From an optimization exercise on the open Yosys and OpenROAD flow, aimed at small area, a short achievable clock period and few clock cycles; shortcuts taken in it are not production practice. Only simulation tests tie the RTL to the original design; equivalence was not proved. Power figures rest on the tool's default switching activity, not on a simulated workload.

==> design.v <==
`timescale 1 ns / 1 ps
	module axifull_dev_S00_AXI #
	(
		parameter integer C_S_AXI_ID_WIDTH	= 1,
		parameter integer C_S_AXI_DATA_WIDTH	= 128,
		parameter integer C_S_AXI_ADDR_WIDTH	= 10,
		parameter integer C_S_AXI_AWUSER_WIDTH	= 0,
		parameter integer C_S_AXI_ARUSER_WIDTH	= 0,
		parameter integer C_S_AXI_WUSER_WIDTH	= 0,
		parameter integer C_S_AXI_RUSER_WIDTH	= 0,
		parameter integer C_S_AXI_BUSER_WIDTH	= 0
	)
	(
		input wire  S_AXI_ACLK,
		input wire  S_AXI_ARESETN,
		input wire [C_S_AXI_ID_WIDTH-1 : 0] S_AXI_AWID,
		input wire [C_S_AXI_ADDR_WIDTH-1 : 0] S_AXI_AWADDR,
		input wire [7 : 0] S_AXI_AWLEN,
		input wire [2 : 0] S_AXI_AWSIZE,
		input wire [1 : 0] S_AXI_AWBURST,
		input wire  S_AXI_AWLOCK,
		input wire [3 : 0] S_AXI_AWCACHE,
		input wire [2 : 0] S_AXI_AWPROT,
		input wire [3 : 0] S_AXI_AWQOS,
		input wire [3 : 0] S_AXI_AWREGION,
		input wire  S_AXI_AWVALID,
		output wire  S_AXI_AWREADY,
		input wire [C_S_AXI_DATA_WIDTH-1 : 0] S_AXI_WDATA,
		input wire [(C_S_AXI_DATA_WIDTH/8)-1 : 0] S_AXI_WSTRB,
		input wire  S_AXI_WLAST,
		input wire  S_AXI_WVALID,
		output wire  S_AXI_WREADY,
		output wire [C_S_AXI_ID_WIDTH-1 : 0] S_AXI_BID,
		output wire [1 : 0] S_AXI_BRESP,
		output wire  S_AXI_BVALID,
		input wire  S_AXI_BREADY,
		input wire [C_S_AXI_ID_WIDTH-1 : 0] S_AXI_ARID,
		input wire [C_S_AXI_ADDR_WIDTH-1 : 0] S_AXI_ARADDR,
		input wire [7 : 0] S_AXI_ARLEN,
		input wire [2 : 0] S_AXI_ARSIZE,
		input wire [1 : 0] S_AXI_ARBURST,
		input wire  S_AXI_ARLOCK,
		input wire [3 : 0] S_AXI_ARCACHE,
		input wire [2 : 0] S_AXI_ARPROT,
		input wire [3 : 0] S_AXI_ARQOS,
		input wire [3 : 0] S_AXI_ARREGION,
		input wire  S_AXI_ARVALID,
		output wire  S_AXI_ARREADY,
		output wire [C_S_AXI_ID_WIDTH-1 : 0] S_AXI_RID,
		output wire [C_S_AXI_DATA_WIDTH-1 : 0] S_AXI_RDATA,
		output wire [1 : 0] S_AXI_RRESP,
		output wire  S_AXI_RLAST,
		output wire  S_AXI_RVALID,
		input wire  S_AXI_RREADY
	);
	localparam integer DW = C_S_AXI_DATA_WIDTH;
	localparam integer NB = DW/8;
	localparam integer AW = C_S_AXI_ADDR_WIDTH;
	localparam integer NW = 16;           
	localparam integer KW = 4;            
	localparam integer KR = 4;            
	localparam integer SW = NW/KW;
	localparam integer SR = NW/KR;
	localparam integer LW = (SW >= 16) ? 4 : (SW >= 8) ? 3 : (SW >= 4) ? 2 : (SW >= 2) ? 1 : 0;
	localparam integer LR = (SR >= 16) ? 4 : (SR >= 8) ? 3 : (SR >= 4) ? 2 : (SR >= 2) ? 1 : 0;
	reg  [3:0]      m;
	reg  [3:0]      e;
	reg  [NW*DW-1:0] ring;
	integer k, b;
	reg             st_idle, st_wr, st_rd;
	reg             acc;                  
	reg             wrdy;                 
	reg             pend;                 
	reg             lastb;                
	reg             fixed;
	reg             wdone;                
	reg  [NB-1:0]   mask;
	reg  [DW-1:0]   dbuf;
	reg  [C_S_AXI_ID_WIDTH-1:0] id;
	reg             bvalid, rvalid, rlast;
	reg  [7:0]      rleft;                
	reg  [KW-1:0]   wc;
	reg  [KR-1:0]   ta, tb;
	reg             ra, rb;               
	reg             ldi, ldf;             
	wire aw_hs = acc & S_AXI_AWVALID;
	wire ar_hs = acc & S_AXI_ARVALID & ~S_AXI_AWVALID;
	wire wready = wrdy | aw_hs;
	wire w_hs  = wready & S_AXI_WVALID;
	wire w0_hs = aw_hs & S_AXI_WVALID;
	assign S_AXI_AWREADY = acc;
	assign S_AXI_ARREADY = acc;
	assign S_AXI_WREADY  = wready;
	assign S_AXI_BID     = id;
	assign S_AXI_BRESP   = 2'b00;
	assign S_AXI_BVALID  = bvalid;
	assign S_AXI_RID     = id;
	assign S_AXI_RDATA   = dbuf;
	assign S_AXI_RRESP   = 2'b00;
	assign S_AXI_RLAST   = rlast;
	assign S_AXI_RVALID  = rvalid;
	wire [3:0]      ara = S_AXI_ARADDR[AW-1:AW-4];
	wire [3:0]      awa = S_AXI_AWADDR[AW-1:AW-4];
	wire [3:0]      w0  = ~m;
	wire [3:0]      w1  = ~m + 4'd1;
	reg  [KR-1:0]   tm, tn;
	reg  [KW-1:0]   pn;
	reg  [3-LR:0]   kr;
	reg  [3-LW:0]   kw;
	always @* begin
	  for (k = 0; k < KR; k = k + 1) begin
	    kr = k;
	    tm[k] = ar_hs & (ara[LR-1:0] == w0[LR-1:0]) & (ara[3:LR] == w0[3:LR] + kr);
	    tn[k] = (ara[LR-1:0] == w1[LR-1:0]) & (ara[3:LR] == w1[3:LR] + kr);
	  end
	  for (k = 0; k < KW; k = k + 1) begin
	    kw = k;
	    pn[k] = (awa[LW-1:0] == w1[LW-1:0]) & (awa[3:LW] == w1[3:LW] + kw);
	  end
	end
	wire tm_any = |tm;
	wire commit = |wc;
	wire rload  = ra | (rb & S_AXI_RREADY);
	reg [NW*DW-1:0] ring_n;
	always @* begin
	  for (k = 0; k < NW; k = k + 1)
	    ring_n[k*DW +: DW] = ring[((k+1)%NW)*DW +: DW];
	  for (k = 0; k < KW; k = k + 1)
	    for (b = 0; b < NB; b = b + 1)
	      if (wc[k] && mask[b])
	        ring_n[k*SW*DW + b*8 +: 8] = dbuf[b*8 +: 8];
	end
	always @(posedge S_AXI_ACLK)
	  ring <= ring_n;
	wire [NB-1:0] selw = {NB{ldi | aw_hs}} | ({NB{ldf & S_AXI_WVALID}} & S_AXI_WSTRB);
	wire [NB-1:0] selh = ~selw & {NB{~rload & ~tm_any}};
	reg  [KR-1:0] selt;
	reg  [DW-1:0] dbuf_n;
	always @* begin
	  for (k = 0; k < KR; k = k + 1)
	    selt[k] = ta[k] | (tb[k] & S_AXI_RREADY) | tm[k];
	  for (b = 0; b < NB; b = b + 1)
	    dbuf_n[b*8 +: 8] = ({8{selw[b]}} & S_AXI_WDATA[b*8 +: 8]) |
	                       ({8{selh[b]}} & dbuf[b*8 +: 8]);
	  for (k = 0; k < KR; k = k + 1)
	    dbuf_n = dbuf_n | ({DW{selt[k]}} & ring[((k*SR+1)%NW)*DW +: DW]);
	end
	always @(posedge S_AXI_ACLK)
	  dbuf <= dbuf_n;
	reg n_idle, n_wr, n_rd, n_pend, n_lastb, n_fixed, n_wdone;
	reg [NB-1:0] n_mask;
	reg [C_S_AXI_ID_WIDTH-1:0] n_id;
	reg n_bvalid, n_rvalid, n_rlast;
	reg [7:0] n_rleft;
	reg [3:0] n_e;
	reg n_acc, n_wrdy, n_ra, n_rb, n_ldi, n_ldf;
	reg [KW-1:0] n_wc;
	reg [KR-1:0] n_ta, n_tb;
	reg will_commit, al_r_n;
	always @* begin
	  n_idle = st_idle; n_wr = st_wr; n_rd = st_rd;
	  n_pend = pend; n_lastb = lastb; n_fixed = fixed; n_wdone = wdone;
	  n_mask = mask; n_id = id;
	  n_bvalid = bvalid; n_rvalid = rvalid; n_rlast = rlast; n_rleft = rleft;
	  n_e = e - 4'd1;
	  if (commit) begin
	    n_pend = 1'b0;
	    if (!fixed) n_e = e;
	  end
	  if (st_wr) begin
	    if (!fixed) begin
	      if (wrdy) begin
	        n_mask = S_AXI_WSTRB;
	        n_lastb = S_AXI_WLAST;
	      end
	      if (w_hs) begin
	        n_pend = 1'b1;
	        n_wdone = S_AXI_WLAST;
	      end
	    end else if (w_hs) begin
	      n_mask = (pend ? mask : {NB{1'b0}}) | S_AXI_WSTRB;
	      n_pend = 1'b1;
	      n_lastb = S_AXI_WLAST;
	      n_wdone = S_AXI_WLAST;
	    end
	  end
	  if (st_rd) begin
	    if (rvalid && S_AXI_RREADY) begin
	      if (rlast) begin
	        n_rvalid = 1'b0; n_rd = 1'b0; n_idle = 1'b1;
	      end else begin
	        n_rleft = rleft - 8'd1;
	        n_rlast = (rleft == 8'd1);
	        if (!rload && !fixed) n_rvalid = 1'b0;
	      end
	    end
	    if (rload) begin
	      n_rvalid = 1'b1;
	      if (!rvalid) n_rlast = (rleft == 8'd0);
	      if (!fixed) n_e = e;
	    end
	  end
	  will_commit = n_pend & ((n_e % SW) == 0) & (~n_fixed | n_lastb);
	  for (k = 0; k < KW; k = k + 1)
	    n_wc[k] = will_commit & (n_e == k*SW);
	  al_r_n = (n_e % SR) == 0;
	  n_ra = n_rd & al_r_n & ~n_rvalid;
	  n_rb = n_rd & al_r_n & n_rvalid & ~n_rlast & ~n_fixed;
	  for (k = 0; k < KR; k = k + 1) begin
	    n_ta[k] = n_ra & (n_e == k*SR);
	    n_tb[k] = n_rb & (n_e == k*SR);
	  end
	  if (aw_hs) begin
	    n_idle = 1'b0; n_wr = 1'b1;
	    n_id = S_AXI_AWID;
	    n_fixed = (S_AXI_AWBURST == 2'b00);
	    n_e = awa + m;
	    n_mask = S_AXI_WSTRB;
	    n_lastb = S_AXI_WLAST;
	    n_pend = S_AXI_WVALID;
	    n_wdone = S_AXI_WVALID & S_AXI_WLAST;
	    will_commit = S_AXI_WVALID & (n_fixed ? S_AXI_WLAST : 1'b1) & (|pn);
	    n_wc = {KW{S_AXI_WVALID & (n_fixed ? S_AXI_WLAST : 1'b1)}} & pn;
	  end
	  if (ar_hs) begin
	    n_idle = 1'b0; n_rd = 1'b1;
	    n_id = S_AXI_ARID;
	    n_fixed = (S_AXI_ARBURST == 2'b00);
	    n_e = ara + m;
	    n_rleft = S_AXI_ARLEN;
	    n_rvalid = 1'b0;
	    if (tm_any) begin
	      n_e = ara + m + 4'd1;
	      n_rvalid = 1'b1;
	      n_rlast = (S_AXI_ARLEN == 8'd0);
	    end
	    n_ta = {KR{~tm_any}} & tn;
	    n_tb = tm & {KR{(S_AXI_ARBURST != 2'b00) & (S_AXI_ARLEN != 8'd0)}};
	    n_ra = |n_ta;
	    n_rb = |n_tb;
	  end
	  if ((st_wr || aw_hs) && !(bvalid && S_AXI_BREADY) && n_wdone && (!n_pend || will_commit))
	    n_bvalid = 1'b1;
	  if (bvalid && S_AXI_BREADY) begin
	    n_bvalid = 1'b0; n_wr = 1'b0; n_idle = 1'b1;
	  end
	  if (S_AXI_ARESETN == 1'b0) begin
	    n_idle = 1'b1; n_wr = 1'b0; n_rd = 1'b0;
	    n_bvalid = 1'b0; n_rvalid = 1'b0; n_wdone = 1'b0;
	    n_lastb = 1'b1;
	    will_commit = n_pend & ((n_e % SW) == 0);
	    for (k = 0; k < KW; k = k + 1)
	      n_wc[k] = will_commit & (n_e == k*SW);
	    n_ra = 1'b0; n_rb = 1'b0;
	    n_ta = {KR{1'b0}}; n_tb = {KR{1'b0}};
	  end
	  n_acc  = n_idle & ~n_pend;
	  n_wrdy = n_wr & ~n_wdone & (n_fixed | ~n_pend | will_commit);
	  n_ldi  = n_wr & ~n_fixed & n_wrdy;
	  n_ldf  = n_wr & n_fixed & n_wrdy;
	end
	always @(posedge S_AXI_ACLK) begin
	  m       <= m - 4'd1;
	  e       <= n_e;
	  pend    <= n_pend;
	  mask    <= n_mask;
	  id      <= n_id;
	  fixed   <= n_fixed;
	  rleft   <= n_rleft;
	  rlast   <= n_rlast;
	  st_idle <= n_idle;
	  st_wr   <= n_wr;
	  st_rd   <= n_rd;
	  acc     <= n_acc;
	  wrdy    <= n_wrdy;
	  bvalid  <= n_bvalid;
	  rvalid  <= n_rvalid;
	  wdone   <= n_wdone;
	  lastb   <= n_lastb;
	  wc      <= n_wc;
	  ta      <= n_ta;
	  tb      <= n_tb;
	  ra      <= n_ra;
	  rb      <= n_rb;
	  ldi     <= n_ldi;
	  ldf     <= n_ldf;
	end
	endmodule
`timescale 1 ns / 1 ps
	module axifull_dev #
	(
		parameter integer C_S00_AXI_ID_WIDTH	= 8,
		parameter integer C_S00_AXI_DATA_WIDTH	= 128,
		parameter integer C_S00_AXI_ADDR_WIDTH	= 8,
		parameter integer C_S00_AXI_AWUSER_WIDTH	= 0,
		parameter integer C_S00_AXI_ARUSER_WIDTH	= 0,
		parameter integer C_S00_AXI_WUSER_WIDTH	= 0,
		parameter integer C_S00_AXI_RUSER_WIDTH	= 0,
		parameter integer C_S00_AXI_BUSER_WIDTH	= 0
	)
	(
		input wire  s00_axi_aclk,
		input wire  s00_axi_aresetn,
		input wire [C_S00_AXI_ID_WIDTH-1 : 0] s00_axi_awid,
		input wire [C_S00_AXI_ADDR_WIDTH-1 : 0] s00_axi_awaddr,
		input wire [7 : 0] s00_axi_awlen,
		input wire [2 : 0] s00_axi_awsize,
		input wire [1 : 0] s00_axi_awburst,
		input wire  s00_axi_awlock,
		input wire [3 : 0] s00_axi_awcache,
		input wire [2 : 0] s00_axi_awprot,
		input wire [3 : 0] s00_axi_awqos,
		input wire [3 : 0] s00_axi_awregion,
		input wire  s00_axi_awvalid,
		output wire  s00_axi_awready,
		input wire [C_S00_AXI_DATA_WIDTH-1 : 0] s00_axi_wdata,
		input wire [(C_S00_AXI_DATA_WIDTH/8)-1 : 0] s00_axi_wstrb,
		input wire  s00_axi_wlast,
		input wire  s00_axi_wvalid,
		output wire  s00_axi_wready,
		output wire [C_S00_AXI_ID_WIDTH-1 : 0] s00_axi_bid,
		output wire [1 : 0] s00_axi_bresp,
		output wire  s00_axi_bvalid,
		input wire  s00_axi_bready,
		input wire [C_S00_AXI_ID_WIDTH-1 : 0] s00_axi_arid,
		input wire [C_S00_AXI_ADDR_WIDTH-1 : 0] s00_axi_araddr,
		input wire [7 : 0] s00_axi_arlen,
		input wire [2 : 0] s00_axi_arsize,
		input wire [1 : 0] s00_axi_arburst,
		input wire  s00_axi_arlock,
		input wire [3 : 0] s00_axi_arcache,
		input wire [2 : 0] s00_axi_arprot,
		input wire [3 : 0] s00_axi_arqos,
		input wire [3 : 0] s00_axi_arregion,
		input wire  s00_axi_arvalid,
		output wire  s00_axi_arready,
		output wire [C_S00_AXI_ID_WIDTH-1 : 0] s00_axi_rid,
		output wire [C_S00_AXI_DATA_WIDTH-1 : 0] s00_axi_rdata,
		output wire [1 : 0] s00_axi_rresp,
		output wire  s00_axi_rlast,
		output wire  s00_axi_rvalid,
		input wire  s00_axi_rready
	);
	axifull_dev_S00_AXI # (
		.C_S_AXI_ID_WIDTH(C_S00_AXI_ID_WIDTH),
		.C_S_AXI_DATA_WIDTH(C_S00_AXI_DATA_WIDTH),
		.C_S_AXI_ADDR_WIDTH(C_S00_AXI_ADDR_WIDTH),
		.C_S_AXI_AWUSER_WIDTH(C_S00_AXI_AWUSER_WIDTH),
		.C_S_AXI_ARUSER_WIDTH(C_S00_AXI_ARUSER_WIDTH),
		.C_S_AXI_WUSER_WIDTH(C_S00_AXI_WUSER_WIDTH),
		.C_S_AXI_RUSER_WIDTH(C_S00_AXI_RUSER_WIDTH),
		.C_S_AXI_BUSER_WIDTH(C_S00_AXI_BUSER_WIDTH)
	) axifull_dev_S00_AXI_inst (
		.S_AXI_ACLK(s00_axi_aclk),
		.S_AXI_ARESETN(s00_axi_aresetn),
		.S_AXI_AWID(s00_axi_awid),
		.S_AXI_AWADDR(s00_axi_awaddr),
		.S_AXI_AWLEN(s00_axi_awlen),
		.S_AXI_AWSIZE(s00_axi_awsize),
		.S_AXI_AWBURST(s00_axi_awburst),
		.S_AXI_AWLOCK(s00_axi_awlock),
		.S_AXI_AWCACHE(s00_axi_awcache),
		.S_AXI_AWPROT(s00_axi_awprot),
		.S_AXI_AWQOS(s00_axi_awqos),
		.S_AXI_AWREGION(s00_axi_awregion),
		.S_AXI_AWVALID(s00_axi_awvalid),
		.S_AXI_AWREADY(s00_axi_awready),
		.S_AXI_WDATA(s00_axi_wdata),
		.S_AXI_WSTRB(s00_axi_wstrb),
		.S_AXI_WLAST(s00_axi_wlast),
		.S_AXI_WVALID(s00_axi_wvalid),
		.S_AXI_WREADY(s00_axi_wready),
		.S_AXI_BID(s00_axi_bid),
		.S_AXI_BRESP(s00_axi_bresp),
		.S_AXI_BVALID(s00_axi_bvalid),
		.S_AXI_BREADY(s00_axi_bready),
		.S_AXI_ARID(s00_axi_arid),
		.S_AXI_ARADDR(s00_axi_araddr),
		.S_AXI_ARLEN(s00_axi_arlen),
		.S_AXI_ARSIZE(s00_axi_arsize),
		.S_AXI_ARBURST(s00_axi_arburst),
		.S_AXI_ARLOCK(s00_axi_arlock),
		.S_AXI_ARCACHE(s00_axi_arcache),
		.S_AXI_ARPROT(s00_axi_arprot),
		.S_AXI_ARQOS(s00_axi_arqos),
		.S_AXI_ARREGION(s00_axi_arregion),
		.S_AXI_ARVALID(s00_axi_arvalid),
		.S_AXI_ARREADY(s00_axi_arready),
		.S_AXI_RID(s00_axi_rid),
		.S_AXI_RDATA(s00_axi_rdata),
		.S_AXI_RRESP(s00_axi_rresp),
		.S_AXI_RLAST(s00_axi_rlast),
		.S_AXI_RVALID(s00_axi_rvalid),
		.S_AXI_RREADY(s00_axi_rready)
	);
	endmodule
==> flow/run.sh <==
#!/bin/bash
# The standard layout, with plain buf_1 cells as the port buffers
# (buffer_ports otherwise picks clkdlybuf4s50_1, a larger delay cell).
set -euo pipefail
export BUFFER_PORTS_ARGS="-buffer_cell sky130_fd_sc_hd__buf_1"
bash standard.sh > standard.log 2>&1
==> standard.sh <==
#!/bin/bash
# synth_recipe.tcl (not shown) runs the flow's synth.tcl, then flattens the netlist and writes it again
# the make line also repeats each setting of config.mk as NAME=value (left out here)
make -C /OpenROAD-flow-scripts/flow DESIGN_CONFIG=/design/flow/config.mk WORK_HOME=/design/flow/orfs CLKGATE_MAP_FILE= SYNTH_SCRIPT=/design/flow/synth_recipe.tcl "${@:-finish}"
==> config.mk <==
export PLATFORM = sky130hd
export DESIGN_NAME = axifull_dev
export DESIGN_NICKNAME = axifull_dev
export VERILOG_FILES = /design/flow/design.v
export SDC_FILE = /design/flow/constraint.sdc
export NUM_CORES = 4
export LEC_CHECK = 0
export CAP_MARGIN = 20
export CORE_MARGIN = 2
export CORE_UTILIZATION = 45
export CTS_CLUSTER_DIAMETER = 100
export CTS_CLUSTER_SIZE = 25
export PLACE_DENSITY = 0.6
export SETUP_SLACK_MARGIN = 2.8
export SLEW_MARGIN = 20
==> constraint.sdc <==
create_clock -name core_clock -period 5.0 [get_ports {s00_axi_aclk}]
set_input_delay 1.0000 -clock core_clock [delete_from_list [all_inputs] [get_ports {s00_axi_aclk}]]
set_output_delay 1.0000 -clock core_clock [all_outputs]
set_load 0.01 [all_outputs]
==> summary.txt, run 1 <==
delay-heaviest family, CP=buffers and inverters; CTS tree=built; crit end category=primary output; # IOs=396; Post-synth EDFFs=32; Layout Nets=4562; Final Instance Count excl. Fillers=5988; dpl hpwl=68500 um; clock slew seen by the registers of the worst setup and hold paths=0.10 ns; GPL Wtd Cong=0.804; Residual DRC=0; first-pass GRT wire length=182000 um; initial core utilization=45.5%; MaxCap Viol Count=0; CTS Sinks=2244; gr usage total=18.4%; DRT Wirelength=125000 um; crit path time final=2.39 ns; Util after Layout=53.3%; Synth top area share=77.2%; Buffers on Ports=337; WP data arrival=1.39 ns; Worst Path Buf+Inv=2; TNS Setup=0 ns; PwrDens=667 nW/um2; Die Area=130000 um2; sequential cell area fraction in the yosys report=78.9%; Slew Limit Fails=0; synthesized area=57400 um2; clock tree root buffer cell=clkbuf_16; met2 Usage GRT=28.9%; pin count of the biggest net entering global routing=63; RSZ-0062 raised after global routing=yes; initial antenna violation count=20; GRT busiest layer=met2; met1 Use GR=25.8%; Synth Register Bits=2244; Post-CTS Hold Fix Bufs=0; commonest non-fill, non-tap cell in the layout=dfxtp_1; DR pass1 iterations=8; Slowest cell on crit path=buf_6; P&R area growth vs syn=17.1%; met3 Usage GRT=3.69%; Worst-Margin Slew=0.887 ns; Die Y=361 um; Gate Count Post-Synth=3786; YS warnings=1; CTS buffer count=100; share of layout cells above drive strength 1=27.9%; hold path depth=0; Peak VDD IR=376 uV; grt ovf=0; via count=29600; Hold Crit Class=register to register; core area=126000 um2; Avg Synthesized Cell Area=15.1 um2; crit-path cells=buf_6 -> nand2_8 -> nand2b_4 -> buf_6; Max-Slew Margin vs Limit=40.9%; DRT iter0 DRCs=2139; pre-CTS setup slack=1.39 ns; DR WL/cell=20.8 um; Yosys top cell by area=dfxtp_1; most frequent cells in the layout=2071 x dfxtp_1, 513 x mux2_2, 244 x nand2_1, 188 x buf_1, 159 x buf_4; Die X=361 um; Post-synth top flop=dfxtp_1; critical path launch point type=primary input; FILL cells=10400; outcome=no timing/DRC/antenna violations; dpl cells=5658; worst setup margin=2.61 ns; cell depth of the worst setup path=4; final number of setup-violating endpoints=0; leakage power=27.0 nW; FP Rows=130; Yosys cell types=66; required time worst endpoint=4.00 ns; Fin Clk Skew=0.0302 ns; reg2reg path depth=9; fin crit share=47.9%; top cells by area, synth=dfxtp_1 77%, mux2_2 10%, a222oi_1 2.2%, a22oi_1 1.7%, edfxtp_1 1.7%; CP max stage delay=0.13 ns; Hold Fails Final Rpt=0; largest fanout on the critical path=9; CTS H-tree depth=3; async set-reset flop share out of synthesis=0%; post-route ant nets=0; clk buf depth=3; Vias/cell=4.94; number of global-route vias before repair=29100; Clk Latency, worst-skew pair=0.75 ns; Worst Setup Path Type=primary input to primary output; CP most frequent cell=buf_6; fmax=0.418 GHz
-- registers in the layout (all words and copies together) (netlist names), 4 cells and up --
signal	count
axifull_dev_S00_AXI_inst.tb	4
axifull_dev_S00_AXI_inst.m	4
axifull_dev_S00_AXI_inst.ring	2048
axifull_dev_S00_AXI_inst.mask	16
axifull_dev_S00_AXI_inst.wc	4
axifull_dev_S00_AXI_inst.dbuf	128
axifull_dev_S00_AXI_inst.id	8
axifull_dev_S00_AXI_inst.ta	4
axifull_dev_S00_AXI_inst.rleft	8
axifull_dev_S00_AXI_inst.e	4
-- power by group --
| group | leakage, nW | switching [mW] | total [mW] | internal [mW] |
|---|---|---|---|---|
| Clock | 1.34 | 5.26 | 9.02 | 3.76 |
| Sequential | 18.3 | 2.41 | 28.0 | 25.6 |
| Combinational | 7.30 | 3.68 | 7.74 | 4.06 |
-- final timing paths --
path | from | slack, ns | to
worst max register to register | axifull_dev_S00_AXI_inst.m[0] | 2.79 | axifull_dev_S00_AXI_inst.wc[3]
worst min-delay path | axifull_dev_S00_AXI_inst.ring[1929] | 0.31 | axifull_dev_S00_AXI_inst.ring[1801]
worst min register to register | axifull_dev_S00_AXI_inst.ring[1929] | 0.31 | axifull_dev_S00_AXI_inst.ring[1801]
worst max-delay path | s00_axi_awvalid | 2.61 | s00_axi_wready
-- layer usage --
layer	up-vias	share of wire (%)
met3	173	6.2
met5	-	0.074
li1	14200	-
met2	772	45
met1	14500	47
met4	14	2.1
-- area by class of cell --
| type | count | area (um2) | area share [%] |
|---|---|---|---|
| Sequential cell | 2244 | 45700 | 68.1 |
| Multi-Input combinational cell | 1401 | 12000 | 17.8 |
| Timing Repair Buffer | 544 | 4550 | 6.77 |
| Clock buffer | 120 | 2620 | 3.90 |
| Tap cell | 1650 | 2060 | 3.07 |
| Clock inverter | 8 | 135 | 0.201 |
| Inverter | 15 | 61.3 | 0.0913 |
| Antenna cell | 6 | 15.0 | 0.0224 |
-- stage by stage --
stage          hold WS (ns)  total power [mW]  area, um2
4_1_cts               0.305              45.0      66600
3_5_place_dp          0.312              33.9      60600
5_1_grt               0.316              47.1      67100
2_1_floorplan         0.310              31.3      58000
6_report              0.305              44.8      67100
3_3_place_gp          0.310              33.7      60600
-- cell usage after synthesis (all sizes together) (2+ instances only) --
library cell	number
o22a	2
nor2b	6
dfxtp	2212
ha	12
o221ai	3
mux2	514
a32o	2
nor3	6
mux2i	5
or3b	2
a32oi	3
nor2	32
a222oi	128
o21ai	22
edfxtp	32
a22oi	130
a21o	34
o32ai	4
inv	14
xnor2	17
nand2b	11
fa	2
nor4b	2
a21oi	18
or2	2
nand2	248
nand3	135
xor2	15
a41oi	3
o22ai	4
o21a	3
nand3b	2
and3	3
nor4	6
and2	6
buf	76
o311ai	2
clkbuf	53
o31ai	2
-- cells by family (layout without fill, tap and decap cells) --
group	Yosys count	in the layout	synth area share [%]
DFF	2244	2244	78.9
muxes	519	519	10.2
and+or+nand+nor	466	466	3.64
AOI/OAI and AO/OA	366	366	5.27
buffers and inverters	144	687	1.16
xor gates and xnor gates	32	32	0.515
adders and majority gates	14	14	0.332
other	1	10	0.00654
-- repair_timing --
action / 4_1_cts / 5_1_grt
setup endpoints to repair: 301 / 284
pin swaps: 8 / 46
gates resized for setup: 663 / 49
cloned: 8 / 8
buffers inserted: 162 / 18
Testbench counts, summed over its fixed seeds: cycles 26,205.
==> inputs of run 2 (changes only) <==
--- a/config.mk
+++ b/config.mk
@@ -12,4 +12,5 @@
 export CTS_CLUSTER_SIZE = 25
 export PLACE_DENSITY = 0.6
-export SETUP_SLACK_MARGIN = 2.8
+export SETUP_SLACK_MARGIN = 2.5
 export SLEW_MARGIN = 20
+export TNS_END_PERCENT = 5
==> summary.txt, run 2 <==
TNS Setup=0 ns (unchanged); hold_ws=0.316 ns (was 0.305 ns); area of the multi-input gates=11600 um2 (was 12000 um2); Layout Nets=4377 (was 4562); crit path time final=2.55 ns (was 2.39 ns); Max-Slew Margin vs Limit=34.3% (was 40.9%); dpl cells=5659 (was 5658); Int Pwr=31.7 mW (was 33.4 mW); Worst setup startpoint=s00_axi_awvalid (unchanged); Sw Ratio=25.4% (was 25.3%); dpl hpwl=69000 um (was 68500 um); worst setup margin=2.45 ns (was 2.61 ns); Clk Latency, worst-skew pair=0.74 ns (was 0.75 ns); via count=28700 (was 29600); Finished Cell Area=63300 um2 (was 67100 um2); share of layout cells above drive strength 1=16.8% (was 27.9%); Worst-Margin Slew=0.985 ns (was 0.887 ns); clk buf depth=3 (unchanged); Fin Clk Skew=0.0215 ns (was 0.0302 ns); number of global-route vias before repair=28500 (was 29100); DR WL/cell=20.0 um (was 20.8 um); sequential cell area fraction in the yosys report=78.9% (unchanged); Synth Register Bits=2244 (unchanged); YS warnings=1 (unchanged); post-route ant nets=0 (unchanged); pre-CTS setup slack=1.10 ns (was 1.39 ns); Residual DRC=0 (unchanged); Yosys top cell by area=dfxtp_1 (unchanged); Post-synth top flop=dfxtp_1 (unchanged); flip-flop and latch area=45300 um2 (was 45700 um2); Synth top area share=77.2% (unchanged); Die X=361 um (unchanged); Util after Layout=50.2% (was 53.3%); critical path launch point type=primary input (unchanged); gr usage total=17.7% (was 18.4%); Post-synth EDFFs=32 (unchanged); crit end category=primary output (unchanged); # IOs=396 (unchanged); DRT Wirelength=116000 um (was 125000 um); pin count of the biggest net entering global routing=73 (was 63); MaxCap Viol Count=0 (unchanged); Vias/cell=4.95 (was 4.94); RSZ-0062 raised after global routing=yes (unchanged); worst r2r dst=axifull_dev_S00_AXI_inst.dbuf[79] (was axifull_dev_S00_AXI_inst.wc[3]); max FFs per register=2048 (unchanged); FP Rows=130 (unchanged); Most flops, register=axifull_dev_S00_AXI_inst.ring (unchanged); switching pwr=10.8 mW (was 11.3 mW); most frequent cells in the layout=2205 x dfxtp_1, 513 x mux2_2, 332 x buf_1, 246 x nand2_1, 134 x nand3_1 (was 2071 x dfxtp_1, 513 x mux2_2, 244 x nand2_1, 188 x buf_1, 159 x buf_4); top cells by area, synth=dfxtp_1 77%, mux2_2 10%, a222oi_1 2.2%, a22oi_1 1.7%, edfxtp_1 1.7% (unchanged); final number of setup-violating endpoints=0 (unchanged); Peak VDD IR=384 uV (was 376 uV); core area=126000 um2 (unchanged); Logic pwr share=12.7% (was 17.3%); FILL cells=10900 (was 10400); initial antenna violation count=17 (was 20); Yosys cell types=66 (unchanged); Slew Limit Fails=0 (unchanged); WP data arrival=1.55 ns (was 1.39 ns); largest fanout on the critical path=10 (was 9); Final Instance Count excl. Fillers=5800 (was 5988); Worst setup endpoint=s00_axi_wready (unchanged); Hold Fails Final Rpt=0 (unchanged); leakage power=25.1 nW (was 27.0 nW); fin crit share=51.0% (was 47.9%); synthesized area=57400 um2 (unchanged); slack of the worst reg-to-reg path=2.51 ns (was 2.79 ns); first-pass GRT wire length=175000 um (was 182000 um); Total Power=42.5 mW (was 44.8 mW); Buffers on Ports=337 (unchanged); CTS buffer count=101 (was 100); CTS Sinks=2244 (unchanged); async set-reset flop share out of synthesis=0% (unchanged); Top Registers=axifull_dev_S00_AXI_inst.ring x2048, axifull_dev_S00_AXI_inst.dbuf x128, axifull_dev_S00_AXI_inst.mask x16 (unchanged); required time worst endpoint=4.00 ns (about the same); clock tree root buffer cell=clkbuf_16 (unchanged); clock slew seen by the registers of the worst setup and hold paths=0.09 ns (was 0.10 ns); Reg power frac=66.1% (was 62.6%); Avg Synthesized Cell Area=15.1 um2 (unchanged); DR pass1 iterations=10 (was 8); placed cell area=60400 um2 (was 60600 um2); synth cell count leaders=2212 x dfxtp_1, 513 x mux2_2, 248 x nand2_1, 135 x nand3_1, 130 x a22oi_1 (unchanged); Die Y=361 um (unchanged); Hold Crit Class=register to register (unchanged); DRT iter0 DRCs=2308 (was 2139); initial core utilization=45.5% (unchanged); fmax=0.392 GHz (was 0.418 GHz); reg2reg path depth=8 (was 9); commonest non-fill, non-tap cell in the layout=dfxtp_1 (unchanged); PwrDens=671 nW/um2 (was 667 nW/um2); Gate Count Post-Synth=3786 (unchanged); grt ovf=0 (unchanged); share of total power in the clock network=21.2% (was 20.1%); outcome=no timing/DRC/antenna violations (unchanged); CTS tree=built (unchanged); most frequent cell after synthesis=dfxtp_1 (unchanged); GPL Wtd Cong=0.781 (was 0.804); Worst Setup Path Type=primary input to primary output (unchanged); CTS H-tree depth=3 (unchanged); Die Area=130000 um2 (unchanged); P&R area growth vs syn=10.4% (was 17.1%); reg2reg start=axifull_dev_S00_AXI_inst.m[1] (was axifull_dev_S00_AXI_inst.m[0])
-- run 2: changes by cell type in the layout (fill, tap and decap cells not counted), moves of 16 or more --
| cell | before | now |
|---|---|---|
| dfxtp_4 | 123 | 5 |
| buf_4 | 159 | 12 |
| buf_1 | 188 | 332 |
| dfxtp_2 | 18 | 2 |
| dfxtp_1 | 2071 | 2205 |
| buf_6 | 147 | 1 |
-- run 2: cell families after synthesis --
| kind of cell | synth area share [%] |
|---|---|
| buf+inv | 1.16 |
| flops | 78.9 |
| compound gates | 5.27 |
| mux | 10.2 |
| xor+xnor | 0.515 |
| other cells | 0.00654 |
| simple gates | 3.64 |
| fa+ha+maj | 0.332 |
-- run 2: worst min-delay path by stage --
stage                                   startpoint  slack, ns                                   to  depth (start not counted)
6_report       axifull_dev_S00_AXI_inst.ring[1333]       0.32  axifull_dev_S00_AXI_inst.ring[1205]                          0
3_5_place_dp    axifull_dev_S00_AXI_inst.ring[784]       0.31   axifull_dev_S00_AXI_inst.ring[656]                          0
3_3_place_gp   axifull_dev_S00_AXI_inst.ring[1793]       0.31  axifull_dev_S00_AXI_inst.ring[1665]                          0
5_1_grt        axifull_dev_S00_AXI_inst.ring[1844]       0.32  axifull_dev_S00_AXI_inst.ring[1716]                          0
4_1_cts         axifull_dev_S00_AXI_inst.ring[425]       0.32   axifull_dev_S00_AXI_inst.ring[297]                          0
2_1_floorplan  axifull_dev_S00_AXI_inst.ring[1128]       0.31  axifull_dev_S00_AXI_inst.ring[1000]                          0
-- run 2: layer usage --
metal	vias up	wire [um]	GRT usage (%)
met3	217	7850	4.62
met2	711	52200	28.1
met4	22	3530	5.78
li1	13700	-	-
met5	-	125	0
met1	14000	52500	23.4
-- run 2: area by class of cell --
class,count,share of cell area (%)
timing repair buffer,358,2.42
clock buffer,120,4.20
inverter,15,0.0909
clock inverter,8,0.194
antenna,4,0.0158
tap,1650,3.26
sequential,2244,71.5
multi-input combinational,1401,18.3
-- run 2: repair_timing --
item,4_1_cts,5_1_grt
hold endpoints to repair,0,0
hold buffers,0,0
buffers inserted,0,9
pin swaps,0,1
endpoints found under the setup margin,185,183
resized for setup,18,10
-- run 2: worst max-delay path, stage by stage --
cell and delay, ns:
buf_2 0.17, nand2_4 0.13, nand2b_1 0.10, buf_2 0.15
-- run 2: power by group through the flow --
| stage | logic (mW) | clock network [mW] | registers, mW |
|---|---|---|---|
| floorplan | 3.46 | 0 | 27.7 |
| global placement | 5.30 | 0 | 28.4 |
| detailed placement | 5.29 | 0 | 28.6 |
| CTS | 5.36 | 9.38 | 28.3 |
| global route | 5.87 | 10.0 | 29.0 |
| finish | 5.38 | 9.03 | 28.1 |
==> inputs of run 3 (changes only) <==
--- a/design.v
+++ b/design.v
@@ -153,5 +153,5 @@
 	reg n_bvalid, n_rvalid, n_rlast;
 	reg [7:0] n_rleft;
-	reg [3:0] n_e;
+	reg [3:0] n_e, n_e0;
 	reg n_acc, n_wrdy, n_ra, n_rb, n_ldi, n_ldf;
 	reg [KW-1:0] n_wc;
@@ -211,4 +211,5 @@
 	    n_tb[k] = n_rb & (n_e == k*SR);
 	  end
+	  n_e0 = n_e;
 	  if (aw_hs) begin
 	    n_idle = 1'b0; n_wr = 1'b1;
@@ -249,4 +250,6 @@
 	    n_bvalid = 1'b0; n_rvalid = 1'b0; n_wdone = 1'b0;
 	    n_lastb = 1'b1;
+	    n_e = n_e0;
+	    n_pend = pend & ~commit;
 	    will_commit = n_pend & ((n_e % SW) == 0);
 	    for (k = 0; k < KW; k = k + 1)
--- a/config.mk
+++ b/config.mk
@@ -14,3 +14,2 @@
 export SETUP_SLACK_MARGIN = 2.5
 export SLEW_MARGIN = 20
-export TNS_END_PERCENT = 5
==> summary.txt, run 3 <==
outcome=no timing/DRC/antenna violations (unchanged); Die Y=367 um (was 361 um); gr usage total=19.3% (was 17.7%); GPL Wtd Cong=0.752 (was 0.781); MaxCap Viol Count=0 (unchanged); YS warnings=1 (unchanged); Die X=367 um (was 361 um); Yosys cell types=64 (was 66); crit path time final=2.50 ns (was 2.55 ns); DRT Wirelength=133000 um (was 116000 um); Worst setup startpoint=s00_axi_awvalid (unchanged); Worst setup endpoint=s00_axi_wready (unchanged); Synth Register Bits=2244 (unchanged); Hold Fails Final Rpt=0 (unchanged); PwrDens=602 nW/um2 (was 671 nW/um2); number of global-route vias before repair=30500 (was 28500); worst r2r dst=axifull_dev_S00_AXI_inst.dbuf[31] (was axifull_dev_S00_AXI_inst.dbuf[79]); worst setup margin=2.50 ns (was 2.45 ns); largest family of logic cells by synthesized area=multiplexers (unchanged); Most flops, register=axifull_dev_S00_AXI_inst.ring (unchanged); Post-synth top flop=dfxtp_1 (unchanged); initial core utilization=45.3% (was 45.5%); Top Registers=axifull_dev_S00_AXI_inst.ring x2048, axifull_dev_S00_AXI_inst.dbuf x128, axifull_dev_S00_AXI_inst.mask x16 (unchanged); most frequent cell after synthesis=dfxtp_1 (unchanged); Logic pwr share=13.1% (was 12.7%); fmax=0.400 GHz (was 0.392 GHz); Clk Latency, worst-skew pair=0.75 ns (was 0.74 ns); mux contribution to synthesized area=11.4% (was 10.2%); core area=131000 um2 (was 126000 um2); critical path launch point type=primary input (unchanged); Layout Nets=4575 (was 4377); Vias/cell=5.11 (was 4.95); Sw Ratio=26.3% (was 25.4%); async set-reset flop share out of synthesis=0% (unchanged); Reg power frac=64.0% (was 66.1%); CTS H-tree depth=3 (unchanged); DR pass1 iterations=9 (was 10); pre-CTS setup slack=1.27 ns (was 1.10 ns); P&R area growth vs syn=10.6% (was 10.4%); Hold Crit Class=register to register (unchanged); crit end category=primary output (unchanged); synth cell count leaders=2212 x dfxtp_1, 512 x mux2_2, 215 x nand2_1, 101 x mux2i_1, 96 x a222oi_1 (was 2212 x dfxtp_1, 513 x mux2_2, 248 x nand2_1, 135 x nand3_1, 130 x a22oi_1); share of layout cells above drive strength 1=18.2% (was 16.8%); Worst-Margin Slew=1.16 ns (was 0.985 ns); synthesized area=59400 um2 (was 57400 um2); post-synthesis adder-cell area fraction=0.320% (was 0.332%); Slew Limit Fails=0 (unchanged); CTS tree=built (unchanged); DR WL/cell=21.7 um (was 20.0 um); FILL cells=11400 (was 10900); Int Pwr=29.1 mW (was 31.7 mW); clk buf depth=3 (unchanged); WP data arrival=1.50 ns (was 1.55 ns); Compound-Gate Fraction of Synth Area=7.04% (was 5.27%); XOR/XNOR Fraction of Synth Area=0.421% (was 0.515%); Gate Count Post-Synth=3982 (was 3786); flip-flop and latch area=45300 um2 (about the same); DRT iter0 DRCs=2452 (was 2308); clock slew seen by the registers of the worst setup and hold paths=0.10 ns (was 0.09 ns); Buffers on Ports=337 (unchanged); Max-Slew Margin vs Limit=22.2% (was 34.3%); top cells by area, synth=dfxtp_1 75%, mux2_2 9.7%, mux2i_1 1.7%, a222oi_1 1.6%, edfxtp_1 1.6% (was dfxtp_1 77%, mux2_2 10%, a222oi_1 2.2%, a22oi_1 1.7%, edfxtp_1 1.7%); Post-synth EDFFs=32 (unchanged); pin count of the biggest net entering global routing=100 (was 73); Post-Synth Simple-Gate Area=3.02% (was 3.64%); most frequent cells in the layout=2184 x dfxtp_1, 512 x mux2_2, 291 x buf_1, 214 x nand2_1, 101 x mux2i_1 (was 2205 x dfxtp_1, 513 x mux2_2, 332 x buf_1, 246 x nand2_1, 134 x nand3_1); RSZ-0062 raised after global routing=yes (unchanged); required time worst endpoint=4.00 ns (about the same); Synth top area share=74.6% (was 77.2%); Yosys top cell by area=dfxtp_1 (unchanged); area of the multi-input gates=13400 um2 (was 11600 um2); post-route ant nets=0 (unchanged); fin crit share=50.0% (was 51.0%); Die Area=135000 um2 (was 130000 um2); TNS Setup=0 ns (unchanged); slack of the worst reg-to-reg path=2.64 ns (was 2.51 ns); leakage power=26.4 nW (was 25.1 nW); via count=31200 (was 28700); CTS Sinks=2244 (unchanged); Residual DRC=0 (unchanged); Avg Synthesized Cell Area=14.9 um2 (was 15.1 um2); reg2reg path depth=6 (was 8); Worst Setup Path Type=primary input to primary output (unchanged); largest fanout on the critical path=9 (was 10); # IOs=396 (unchanged); Fin Clk Skew=0.0377 ns (was 0.0215 ns); share of total power in the clock network=22.9% (was 21.2%); grt ovf=0 (unchanged); commonest non-fill, non-tap cell in the layout=dfxtp_1 (unchanged); reg2reg start=axifull_dev_S00_AXI_inst.acc (was axifull_dev_S00_AXI_inst.m[1]); first-pass GRT wire length=196000 um (was 175000 um); sequential cell area fraction in the yosys report=76.2% (was 78.9%); CTS buffer count=100 (was 101); Peak VDD IR=329 uV (was 384 uV); clock tree root buffer cell=clkbuf_16 (unchanged); final number of setup-violating endpoints=0 (unchanged); max FFs per register=2048 (unchanged); initial antenna violation count=22 (was 17); FP Rows=133 (was 130); switching pwr=10.4 mW (was 10.8 mW); dpl hpwl=77000 um (was 69000 um)
## run 3: changes by cell type after synthesis, moves of 32 or more
cell	previous run	this run
a221oi_1	0	46
o211ai_1	0	71
nand3_1	135	82
mux2i_1	5	101
a22oi_1	130	35
a222oi_1	128	96
inv_1	14	52
nand2_1	248	215
a221o_1	1	67
## run 3: cell type report
type	instances	area share (%)
tap	1755	3.34
sequential	2244	69.0
clock inverter	12	0.267
clock buffer	118	3.93
antenna	2	0.00762
multi-input combinational	1541	20.4
timing repair buffer	380	2.84
inverter	52	0.297
## run 3: metal layers
layer | GRT usage (%) | routed length [um] | share of wire [%] | vias to the layer above
met4 | 6.05 | 3910 | 2.9 | 22
met1 | 27.0 | 61100 | 46 | 15300
met3 | 4.32 | 9070 | 6.8 | 251
met2 | 29.9 | 58500 | 44 | 924
met5 | 0 | 136 | 0.10 | -
li1 | - | - | - | 14700
## run 3: critical path, stage by stage
cell and delay [ns]:
buf_6 0.12, a21o_1 0.22, buf_2 0.15
## run 3: repair_timing
item                       in CTS  in global routing
hold buffers                    0                  0
gates resized for setup        69                 33
setup endpoints to repair     169                140
buffers inserted               13                  5
cloned                          3                  0
pin swaps                       6                  3
## run 3: logic make-up after synthesis
| logic type | after synthesis |
|---|---|
| DFF | 2244 |
| muxes | 613 |
| AOI/OAI and AO/OA | 488 |
| and+or+nand+nor | 394 |
| buffers and inverters | 202 |
| xor gates and xnor gates | 26 |
| adders and majority gates | 14 |
| other | 1 |
## run 3: per-stage QoR
step	instances	utilization, %	hold slack (ns)	cell area, um2	power [mW]
finish	6104	50.1	0.303	65700	39.5
CTS	6097	50.0	0.304	65600	39.9
floorplan	3985	-	0.310	59500	28.2
global route	6104	50.1	0.318	65700	41.5
global placement	5951	47.7	0.310	62500	30.5
detailed placement	5951	47.7	0.312	62500	30.7
## run 3: worst min-delay path by stage
| stage | from | endpoint | slack, ns | depth (start not counted) |
|---|---|---|---|---|
| 4_1_cts | axifull_dev_S00_AXI_inst.ring[1076] | axifull_dev_S00_AXI_inst.ring[948] | 0.30 | 0 |
| 6_report | axifull_dev_S00_AXI_inst.ring[1076] | axifull_dev_S00_AXI_inst.ring[948] | 0.30 | 0 |
| 3_3_place_gp | axifull_dev_S00_AXI_inst.ring[1338] | axifull_dev_S00_AXI_inst.ring[1210] | 0.31 | 0 |
| 2_1_floorplan | axifull_dev_S00_AXI_inst.ring[1128] | axifull_dev_S00_AXI_inst.ring[1000] | 0.31 | 0 |
| 3_5_place_dp | axifull_dev_S00_AXI_inst.ring[1326] | axifull_dev_S00_AXI_inst.ring[1198] | 0.31 | 0 |
| 5_1_grt | axifull_dev_S00_AXI_inst.ring[1942] | axifull_dev_S00_AXI_inst.ring[1814] | 0.32 | 0 |
## run 3: power by group through the flow
stage | clock (mW) | combinational [mW] | sequential (mW)
floorplan | 0 | 3.21 | 25.0
global placement | 0 | 5.02 | 25.5
detailed placement | 0 | 5.06 | 25.7
CTS | 9.39 | 5.21 | 25.3
global route | 10.0 | 5.62 | 25.9
finish | 9.07 | 5.18 | 25.3
Testbench counts of run 3, summed over its fixed seeds: cycles 26,205.
==> inputs of run 4 (changes only) <==
--- a/config.mk
+++ b/config.mk
@@ -12,4 +12,5 @@
 export CTS_CLUSTER_SIZE = 25
 export PLACE_DENSITY = 0.6
-export SETUP_SLACK_MARGIN = 2.5
+export SETUP_SLACK_MARGIN = 2.7
 export SLEW_MARGIN = 20
+export TNS_END_PERCENT = 10
==> summary.txt, run 4 <==
outcome=no timing/DRC/antenna violations (unchanged); most frequent cells in the layout=2201 x dfxtp_1, 512 x mux2_2, 295 x buf_1, 214 x nand2_1, 105 x clkbuf_16 (was 2184 x dfxtp_1, 512 x mux2_2, 291 x buf_1, 214 x nand2_1, 101 x mux2i_1); Hold Fails Final Rpt=0 (unchanged); Die X=367 um (unchanged); Post-synth top flop=dfxtp_1 (unchanged); Most flops, register=axifull_dev_S00_AXI_inst.ring (unchanged); GRT busiest layer=met2 (unchanged); Yosys top cell by area=dfxtp_1 (unchanged); RSZ-0062 raised after global routing=yes (unchanged); Residual DRC=0 (unchanged); Avg Synthesized Cell Area=14.9 um2 (unchanged); Slowest cell on crit path=a21o_1 (unchanged); Worst Path Buf+Inv=2 (unchanged); CTS H-tree depth=3 (unchanged); Clk Latency, worst-skew pair=0.74 ns (was 0.75 ns); delay-heaviest family, CP=buffers and inverters (unchanged); sequential cell area fraction in the yosys report=76.2% (unchanged); number of global-route vias before repair=30500 (about the same); Peak VDD IR=330 uV (was 329 uV); required time worst endpoint=4.00 ns (about the same); CTS tree=built (unchanged); MaxCap Viol Count=0 (unchanged); Worst-Margin Slew=1.05 ns (was 1.16 ns); Buffers on Ports=337 (unchanged); critical path launch point type=primary input (unchanged); met1 Use GR=27.3% (was 27.0%); DRT iter0 DRCs=2589 (was 2452); Fin Clk Skew=0.0240 ns (was 0.0377 ns); clock tree root buffer cell=clkbuf_16 (unchanged); GPL Wtd Cong=0.785 (was 0.752); share of layout cells above drive strength 1=18.3% (was 18.2%); Gate Count Post-Synth=3982 (unchanged); initial core utilization=45.3% (unchanged); Hold Crit Class=register to register (unchanged); leakage power=26.5 nW (was 26.4 nW); Die Area=135000 um2 (unchanged); async set-reset flop share out of synthesis=0% (unchanged); pin count of the biggest net entering global routing=100 (unchanged); Post-synth EDFFs=32 (unchanged); clock slew seen by the registers of the worst setup and hold paths=0.10 ns (about the same); # IOs=396 (unchanged); commonest non-fill, non-tap cell in the layout=dfxtp_1 (unchanged); crit-path cells=buf_4 -> a21o_1 -> buf_6 (was buf_6 -> a21o_1 -> buf_2); P&R area growth vs syn=11.1% (was 10.6%); synthesized area=59400 um2 (unchanged); gr usage total=19.6% (was 19.3%); Synth Register Bits=2244 (unchanged); Layout Nets=4589 (was 4575); TNS Setup=0 ns (unchanged); Slew Limit Fails=0 (unchanged); WP data arrival=1.47 ns (was 1.50 ns); FP Rows=133 (unchanged); Vias/cell=5.11 (about the same); met2 Usage GRT=30.5% (was 29.9%); largest fanout on the critical path=9 (unchanged); initial antenna violation count=17 (was 22); Max-Slew Margin vs Limit=30.0% (was 22.2%); post-route ant nets=0 (unchanged); crit path time final=2.47 ns (was 2.50 ns); DR WL/cell=22.1 um (was 21.7 um); CTS buffer count=100 (unchanged); Post-CTS Hold Fix Bufs=0 (unchanged); dpl hpwl=78600 um (was 77000 um); DR pass1 iterations=8 (was 9); core area=131000 um2 (unchanged); Worst Setup Path Type=primary input to primary output (unchanged); worst setup margin=2.53 ns (was 2.50 ns); most frequent cell after synthesis=dfxtp_1 (unchanged); via count=31300 (was 31200); top cells by area, synth=dfxtp_1 75%, mux2_2 9.7%, mux2i_1 1.7%, a222oi_1 1.6%, edfxtp_1 1.6% (unchanged); Top Registers=axifull_dev_S00_AXI_inst.ring x2048, axifull_dev_S00_AXI_inst.dbuf x128, axifull_dev_S00_AXI_inst.mask x16 (unchanged); pre-CTS setup slack=1.33 ns (was 1.27 ns); Util after Layout=50.3% (was 50.1%); Die Y=367 um (unchanged); fmax=0.405 GHz (was 0.400 GHz); fin crit share=49.4% (was 50.0%); hold_ws=0.316 ns (was 0.303 ns); Synth top area share=74.6% (unchanged); final number of setup-violating endpoints=0 (unchanged); Yosys cell types=64 (unchanged); DRT Wirelength=135000 um (was 133000 um); met3 Usage GRT=4.37% (was 4.32%); crit end category=primary output (unchanged); FILL cells=11400 (about the same); CTS Sinks=2244 (unchanged); synth cell count leaders=2212 x dfxtp_1, 512 x mux2_2, 215 x nand2_1, 101 x mux2i_1, 96 x a222oi_1 (unchanged); PwrDens=600 nW/um2 (was 602 nW/um2); max FFs per register=2048 (unchanged); first-pass GRT wire length=198000 um (was 196000 um); CP max stage delay=0.19 ns (was 0.22 ns); grt ovf=0 (unchanged); YS warnings=1 (unchanged); clk buf depth=3 (unchanged)
run 4: worst reg2reg max path: stages (launching register included):
cell	delay, ns
dfxtp_4	0.38
buf_4	0.14
a21o_4	0.37
buf_6	0.28
a21o_1	0.35
a222oi_1	0.30
o211ai_1	0.13
a221o_1	0.29
run 4: area by class of cell:
class / instances / area, um2 / share of cell area, %
antenna: 5 / 12.5 / 0.0190
inverter: 52 / 195 / 0.296
clock buffer: 124 / 2660 / 4.03
timing repair buffer: 394 / 2070 / 3.14
tap: 1755 / 2200 / 3.33
multi-input combinational: 1541 / 13500 / 20.4
clock inverter: 5 / 96.3 / 0.146
sequential: 2244 / 45300 / 68.6
run 4: path summary, 6_finish.rpt:
| kind | start | end | slack [ns] | cells after the start |
|---|---|---|---|---|
| worst max-delay path | s00_axi_awvalid | s00_axi_wready | 2.53 | 3 |
| worst min-delay path | axifull_dev_S00_AXI_inst.ring[381] | axifull_dev_S00_AXI_inst.ring[253] | 0.32 | 0 |
| worst max register to register | axifull_dev_S00_AXI_inst.acc | axifull_dev_S00_AXI_inst.dbuf[44] | 2.68 | 7 |
| worst min register to register | axifull_dev_S00_AXI_inst.ring[381] | axifull_dev_S00_AXI_inst.ring[253] | 0.32 | 0 |
run 4: logic make-up (layout without fill, tap and decap cells):
kind of cell             after synthesis  after routing  synth area share, %
flip-flops                          2244           2244                 76.2
multiplexers                         613            613                 11.4
AO/OA/AOI/OAI                        488            489                 7.04
AND/OR/NAND/NOR                      394            395                 3.02
buffers and inverters                202            575                 1.58
XOR/XNOR                              26             26                0.421
adder cells (fa/ha/maj)               14             14                0.320
other                                  1              9              0.00632
run 4: metrics by stage:
step           instance area (um2)  cells  total power, mW
5_1_grt                      66000   6117             41.6
3_5_place_dp                 62600   5958             30.8
2_1_floorplan                59600   3985             28.3
3_3_place_gp                 62600   5958             30.6
6_report                     66000   6120             39.6
4_1_cts                      65800   6105             40.0
run 4: power by group:
group,switching (mW),internal (mW)
sequential,2.27,23.0
combinational,2.86,2.43
clock,5.28,3.78
run 4: metal layers:
| layer | wire length [um] | share of wire, % | vias to the layer above |
|---|---|---|---|
| li1 | - | - | 14700 |
| met1 | 62100 | 46 | 15500 |
| met2 | 60600 | 45 | 889 |
| met4 | 2880 | 2.1 | 14 |
| met3 | 9260 | 6.9 | 183 |
| met5 | 92 | 0.068 | - |
run 4: timing repair:
item,4_1_cts,5_1_grt
endpoints found under the hold margin,0,0
gates resized for setup,73,27
endpoints found under the setup margin,295,295
buffers inserted,14,8
pin swaps,10,3
gates cloned,4,2
==> inputs of run 5 (changes only) <==
--- a/design.v
+++ b/design.v
@@ -153,5 +153,5 @@
 	reg n_bvalid, n_rvalid, n_rlast;
 	reg [7:0] n_rleft;
-	reg [3:0] n_e, n_e0;
+	reg [3:0] n_e;
 	reg n_acc, n_wrdy, n_ra, n_rb, n_ldi, n_ldf;
 	reg [KW-1:0] n_wc;
@@ -211,5 +211,4 @@
 	    n_tb[k] = n_rb & (n_e == k*SR);
 	  end
-	  n_e0 = n_e;
 	  if (aw_hs) begin
 	    n_idle = 1'b0; n_wr = 1'b1;
@@ -250,6 +249,4 @@
 	    n_bvalid = 1'b0; n_rvalid = 1'b0; n_wdone = 1'b0;
 	    n_lastb = 1'b1;
-	    n_e = n_e0;
-	    n_pend = pend & ~commit;
 	    will_commit = n_pend & ((n_e % SW) == 0);
 	    for (k = 0; k < KW; k = k + 1)
==> summary.txt, run 5 <==
outcome=no timing/DRC/antenna violations (unchanged); CTS Sinks=2244 (unchanged); Finished Cell Area=64400 um2 (was 66000 um2); Die X=361 um (was 367 um); Synth top area share=77.2% (was 74.6%); most frequent cells in the layout=2104 x dfxtp_1, 513 x mux2_2, 266 x buf_1, 244 x nand2_1, 134 x nand3_1 (was 2201 x dfxtp_1, 512 x mux2_2, 295 x buf_1, 214 x nand2_1, 105 x clkbuf_16); CP most frequent cell=buf_4; Peak VDD IR=370 uV (was 330 uV); Sw Ratio=25.4% (was 26.3%); synthesized area=57400 um2 (was 59400 um2); Slew Limit Fails=0 (unchanged); Hold Fails Final Rpt=0 (unchanged); Yosys top cell by area=dfxtp_1 (unchanged); P&R area growth vs syn=12.3% (was 11.1%); first-pass GRT wire length=175000 um (was 198000 um); WP data arrival=3.04 ns (was 1.47 ns); initial core utilization=45.5% (was 45.3%); PwrDens=671 nW/um2 (was 600 nW/um2); CTS buffer count=101 (was 100); placed cell area=60400 um2 (was 62600 um2); leakage power=25.7 nW (was 26.5 nW); required time worst endpoint=5.62 ns (was 4.00 ns); DR pass1 iterations=7 (was 8); Avg Synthesized Cell Area=15.1 um2 (was 14.9 um2); critical path launch point type=primary input (unchanged); Slowest cell on crit path=a222oi_1 (was a21o_1); CP max stage delay=0.38 ns (was 0.19 ns); dpl hpwl=69400 um (was 78600 um); fin crit share=48.4% (was 49.4%); gr usage total=17.7% (was 19.6%); via count=28900 (was 31300); DRT Wirelength=118000 um (was 135000 um); synth cell count leaders=2212 x dfxtp_1, 513 x mux2_2, 248 x nand2_1, 135 x nand3_1, 130 x a22oi_1 (was 2212 x dfxtp_1, 512 x mux2_2, 215 x nand2_1, 101 x mux2i_1, 96 x a222oi_1); DR WL/cell=20.1 um (was 22.1 um); sequential cell area fraction in the yosys report=78.9% (was 76.2%); Fin Clk Skew=0.0279 ns (was 0.0240 ns); crit path time final=2.42 ns (was 2.47 ns); fmax=0.413 GHz (was 0.405 GHz); flip-flop and latch area=45400 um2 (was 45300 um2); Worst-Margin Slew=0.913 ns (was 1.05 ns); initial antenna violation count=16 (was 17); largest fanout on the critical path=10 (was 9); Post-synth top flop=dfxtp_1 (unchanged); Gate Count Post-Synth=3786 (was 3982); Reg power frac=65.2% (was 63.8%); Most flops, register=axifull_dev_S00_AXI_inst.ring (unchanged); Layout Nets=4428 (was 4589); Synth Register Bits=2244 (unchanged); async set-reset flop share out of synthesis=0% (unchanged); Max-Slew Margin vs Limit=39.1% (was 30.0%); crit-path cells=buf_4 -> nand2_8 -> buf_12 -> nand2b_4 -> buf_4 -> a21o_1 -> nor2_2 -> a222oi_1 -> nand3_1 (was buf_4 -> a21o_1 -> buf_6); area of the multi-input gates=11700 um2 (was 13500 um2); Residual DRC=0 (unchanged); GPL Wtd Cong=0.781 (was 0.785); Int Pwr=32.2 mW (was 29.2 mW); switching pwr=11.0 mW (was 10.4 mW); worst setup margin=2.58 ns (was 2.53 ns); Worst Setup Path Type=primary input to register (was primary input to primary output); Util after Layout=51.1% (was 50.3%); RSZ-0062 raised after global routing=yes (unchanged); delay-heaviest family, CP=compound AO/OA/AOI/OAI gates (was buffers and inverters); Top Registers=axifull_dev_S00_AXI_inst.ring x2048, axifull_dev_S00_AXI_inst.dbuf x128, axifull_dev_S00_AXI_inst.mask x16 (unchanged); Clk Latency, worst-skew pair=0.75 ns (was 0.74 ns); commonest non-fill, non-tap cell in the layout=dfxtp_1 (unchanged); FP Rows=130 (was 133); Worst Path Buf+Inv=3 (was 2); Hold Crit Class=register to register (unchanged); grt ovf=0 (unchanged); CTS tree=built (unchanged); crit end category=register (was primary output); clock slew seen by the registers of the worst setup and hold paths=0.09 ns (was 0.10 ns); pin count of the biggest net entering global routing=73 (was 100); Buffers on Ports=337 (unchanged); max FFs per register=2048 (unchanged); post-route ant nets=0 (unchanged); clk buf depth=3 (unchanged); share of layout cells above drive strength 1=22.3% (was 18.3%); share of total power in the clock network=21.1% (was 22.9%); MaxCap Viol Count=0 (unchanged); Vias/cell=4.93 (was 5.11); TNS Setup=0 ns (unchanged); top cells by area, synth=dfxtp_1 77%, mux2_2 10%, a222oi_1 2.2%, a22oi_1 1.7%, edfxtp_1 1.7% (was dfxtp_1 75%, mux2_2 9.7%, mux2i_1 1.7%, a222oi_1 1.6%, edfxtp_1 1.6%); final number of setup-violating endpoints=0 (unchanged); Logic pwr share=13.7% (was 13.4%); Post-synth EDFFs=32 (unchanged); YS warnings=1 (unchanged); clock tree root buffer cell=clkbuf_16 (unchanged); number of global-route vias before repair=28000 (was 30500); FILL cells=10700 (was 11400); Die Area=130000 um2 (was 135000 um2); pre-CTS setup slack=1.16 ns (was 1.33 ns); CTS H-tree depth=3 (unchanged); DRT iter0 DRCs=2180 (was 2589); core area=126000 um2 (was 131000 um2); Die Y=361 um (was 367 um); Yosys cell types=66 (was 64); Post-CTS Hold Fix Bufs=0 (unchanged); most frequent cell after synthesis=dfxtp_1 (unchanged); # IOs=396 (unchanged)
-- run 5: changes by cell type after synthesis, moves of 38 or more --
cell,delta
mux2i_1,-96
a22oi_1,+95
o211ai_1,-71
a221o_1,-66
nand3_1,+53
a221oi_1,-46
inv_1,-38
-- run 5: final timing paths --
check | startpoint | end | slack [ns] | cells after the start
worst max-delay path | s00_axi_awvalid | axifull_dev_S00_AXI_inst.dbuf[38] | 2.58 | 9
worst min-delay path | axifull_dev_S00_AXI_inst.ring[384] | axifull_dev_S00_AXI_inst.ring[256] | 0.31 | 0
worst max register to register | axifull_dev_S00_AXI_inst.acc | axifull_dev_S00_AXI_inst.dbuf[38] | 2.61 | 8
worst min register to register | axifull_dev_S00_AXI_inst.ring[384] | axifull_dev_S00_AXI_inst.ring[256] | 0.31 | 0
-- run 5: cells by family (layout without fill, tap and decap cells) --
logic type	after synthesis	count (layout)	share of synthesized area [%]
flip-flops	2244	2244	78.9
multiplexers	519	519	10.2
AND/OR/NAND/NOR	466	466	3.64
AO/OA/AOI/OAI	366	366	5.27
buffers and inverters	144	556	1.16
XOR/XNOR	32	32	0.515
adder cells (fa/ha/maj)	14	14	0.332
other	1	6	0.00654
-- run 5: cell type report --
type / instances / share of cell area (%)
flip-flops and latches: 2244 / 70.5
multi-input cells: 1401 / 18.2
inverters: 15 / 0.0913
repair buffers: 409 / 3.58
well taps: 1650 / 3.20
clock buffers: 123 / 4.12
diodes: 2 / 0.00777
clock inverters: 9 / 0.264
-- run 5: layer usage --
| layer | wire [um] | vias up | global-route usage [%] | share of wire, % |
|---|---|---|---|---|
| met3 | 6730 | 209 | 4.37 | 5.7 |
| met5 | 115 | - | 0 | 0.098 |
| met2 | 53900 | 591 | 28.5 | 46 |
| met4 | 3560 | 20 | 5.37 | 3.0 |
| met1 | 53400 | 14200 | 23.5 | 45 |
| li1 | - | 13800 | - | - |
-- run 5: stage by stage --
stage	hold WS (ns)	std cells	total power [mW]
after floorplan	0.310	3789	31.2
after global placement	0.310	5662	33.6
after detailed placement	0.312	5662	33.9
after CTS	0.309	5807	43.2
after global routing	0.315	5851	45.5
final	0.310	5853	43.2
-- run 5: repair_timing --
| action | CTS | global route |
|---|---|---|
| buffers inserted | 10 | 44 |
| endpoints found under the setup margin | 296 | 294 |
| pin swaps | 5 | 5 |
| gates cloned | 3 | 0 |
| gates resized for setup | 75 | 253 |
-- run 5: power groups by stage --
stage                     Combinational [mW]  Clock [mW]  Sequential, mW
final                                   5.93        9.12            28.2
after CTS                               5.50        9.43            28.2
after floorplan                         3.46           0            27.7
after global routing                    6.42        10.1            29.0
after detailed placement                5.29           0            28.6
after global placement                  5.27           0            28.4
Testbench counts of run 5, summed over its fixed seeds: cycles 26,205.
==> inputs of run 6 (changes only) <==
--- a/config.mk
+++ b/config.mk
@@ -12,5 +12,5 @@
 export CTS_CLUSTER_SIZE = 25
 export PLACE_DENSITY = 0.6
-export SETUP_SLACK_MARGIN = 2.7
+export SETUP_SLACK_MARGIN = 2.6
 export SLEW_MARGIN = 20
 export TNS_END_PERCENT = 10
==> summary.txt, run 6 <==
reg2reg start=axifull_dev_S00_AXI_inst.m[1] (was axifull_dev_S00_AXI_inst.acc); Layout Nets=4395 (was 4428); pre-CTS setup slack=1.10 ns (was 1.16 ns); Max-Slew Margin vs Limit=35.4% (was 39.1%); required time worst endpoint=4.00 ns (was 5.62 ns); first-pass GRT wire length=176000 um (was 175000 um); via count=28900 (about the same); Hold Crit Class=register to register (unchanged); Post-synth top flop=dfxtp_1 (unchanged); grt ovf=0 (unchanged); synthesized area=57400 um2 (unchanged); commonest non-fill, non-tap cell in the layout=dfxtp_1 (unchanged); Util after Layout=50.5% (was 51.1%); Peak VDD IR=384 uV (was 370 uV); reg2reg path depth=8 (unchanged); max FFs per register=2048 (unchanged); Avg Synthesized Cell Area=15.1 um2 (unchanged); MaxCap Viol Count=0 (unchanged); DR WL/cell=20.5 um (was 20.1 um); TNS Setup=0 ns (unchanged); Yosys top cell by area=dfxtp_1 (unchanged); async set-reset flop share out of synthesis=0% (unchanged); gr usage total=17.7% (about the same); Worst-Margin Slew=0.968 ns (was 0.913 ns); crit-path cells=buf_2 -> nand2_4 -> nand2b_1 -> buf_2 (was buf_4 -> nand2_8 -> buf_12 -> nand2b_4 -> buf_4 -> a21o_1 -> nor2_2 -> a222oi_1 -> nand3_1); Die Y=361 um (unchanged); Fin Clk Skew=0.0206 ns (was 0.0279 ns); CP most frequent cell=buf_2 (was buf_4); initial core utilization=45.5% (unchanged); clock slew seen by the registers of the worst setup and hold paths=0.09 ns (about the same); largest fanout on the critical path=9 (was 10); Gate Count Post-Synth=3786 (unchanged); placed cell area=60400 um2 (about the same); clk buf depth=3 (unchanged); Finished Cell Area=63700 um2 (was 64400 um2); slack of the worst reg-to-reg path=2.69 ns (was 2.61 ns); clock tree root buffer cell=clkbuf_16 (unchanged); Vias/cell=4.97 (was 4.93); crit path time final=2.45 ns (was 2.42 ns); FP Rows=130 (unchanged); WP data arrival=1.45 ns (was 3.04 ns); outcome=no timing/DRC/antenna violations (unchanged); DRT iter0 DRCs=2300 (was 2180); Synth top area share=77.2% (unchanged); most frequent cells in the layout=2204 x dfxtp_1, 513 x mux2_2, 301 x buf_1, 244 x nand2_1, 134 x nand3_1 (was 2104 x dfxtp_1, 513 x mux2_2, 266 x buf_1, 244 x nand2_1, 134 x nand3_1); Clk Latency, worst-skew pair=0.73 ns (was 0.75 ns); PwrDens=670 nW/um2 (was 671 nW/um2); RSZ-0062 raised after global routing=yes (unchanged); CTS H-tree depth=3 (unchanged)
run 6: cell counts after synthesis:
Identical to the previous run, type by type.
run 6: layout make-up:
| class | count | area, um2 |
|---|---|---|
| fill | 10800 | 62400 |
| sequential | 2244 | 45300 |
| multi-input combinational | 1401 | 11700 |
| clock buffer | 120 | 2660 |
| tap | 1650 | 2060 |
| timing repair buffer | 376 | 1840 |
| clock inverter | 8 | 123 |
| inverter | 15 | 57.6 |
| antenna | 2 | 5.00 |
run 6: cell families (layout without fill, tap and decap cells):
logic type                 after synthesis  count (layout)  share of synthesized area [%]
muxes                                  519             519                           10.2
DFF                                   2244            2244                           78.9
and+or+nand+nor                        466             466                           3.64
other                                    1               6                        0.00654
buffers and inverters                  144             519                           1.16
AOI/OAI and AO/OA                      366             366                           5.27
adders and majority gates               14              14                          0.332
xor gates and xnor gates                32              32                          0.515
run 6: how the worst max path moves through the flow:
stage                               startpoint                                  to  slack, ns  depth (start not counted)
4_1_cts         axifull_dev_S00_AXI_inst.wc[2]       axifull_dev_S00_AXI_inst.wrdy       2.48                          7
3_3_place_gp                   s00_axi_awvalid   axifull_dev_S00_AXI_inst.dbuf[99]       1.12                          7
6_report                       s00_axi_awvalid                      s00_axi_wready       2.55                          4
2_1_floorplan                s00_axi_araddr[4]      axifull_dev_S00_AXI_inst.wc[1]       2.26                          7
3_5_place_dp                   s00_axi_awvalid  axifull_dev_S00_AXI_inst.dbuf[102]       1.10                          7
5_1_grt        axifull_dev_S00_AXI_inst.rvalid                      s00_axi_rvalid       2.48                          1
run 6: metrics by stage:
step | power, mW | hold slack, ns
6_report | 42.7 | 0.315
3_3_place_gp | 33.7 | 0.310
2_1_floorplan | 31.2 | 0.310
3_5_place_dp | 33.9 | 0.312
4_1_cts | 43.1 | 0.317
5_1_grt | 45.0 | 0.320
run 6: power by group:
part	internal (mW)	leakage, nW	switching, mW	total (mW)
registers	25.3	18.3	2.72	28.1
clock network	3.81	1.35	5.24	9.05
logic	2.64	5.70	2.90	5.55
total	31.8	25.3	10.9	42.7
run 6: what timing repair did:
action                     CTS  global route
buffers inserted             6            16
cloned                       0             5
pin swaps                    2            12
setup endpoints to repair  279           278
resized for setup           50            51
run 6: layer usage:
metal / wire length [um] / up-vias / GRT usage, %
li1: - / 13800 / -
met1: 54100 / 14200 / 23.5
met2: 53400 / 685 / 28.2
met3: 7780 / 221 / 4.54
met4: 3730 / 22 / 5.92
met5: 132 / - / 0

Check on run 6: ideal ports give 2.551 ns setup slack; a clkbuf_16 on the clock port and buf_2 on the inputs give 2.487 ns; moving port delays by the midpoint clock arrival (0.789 ns) as well gives 1.885 ns.
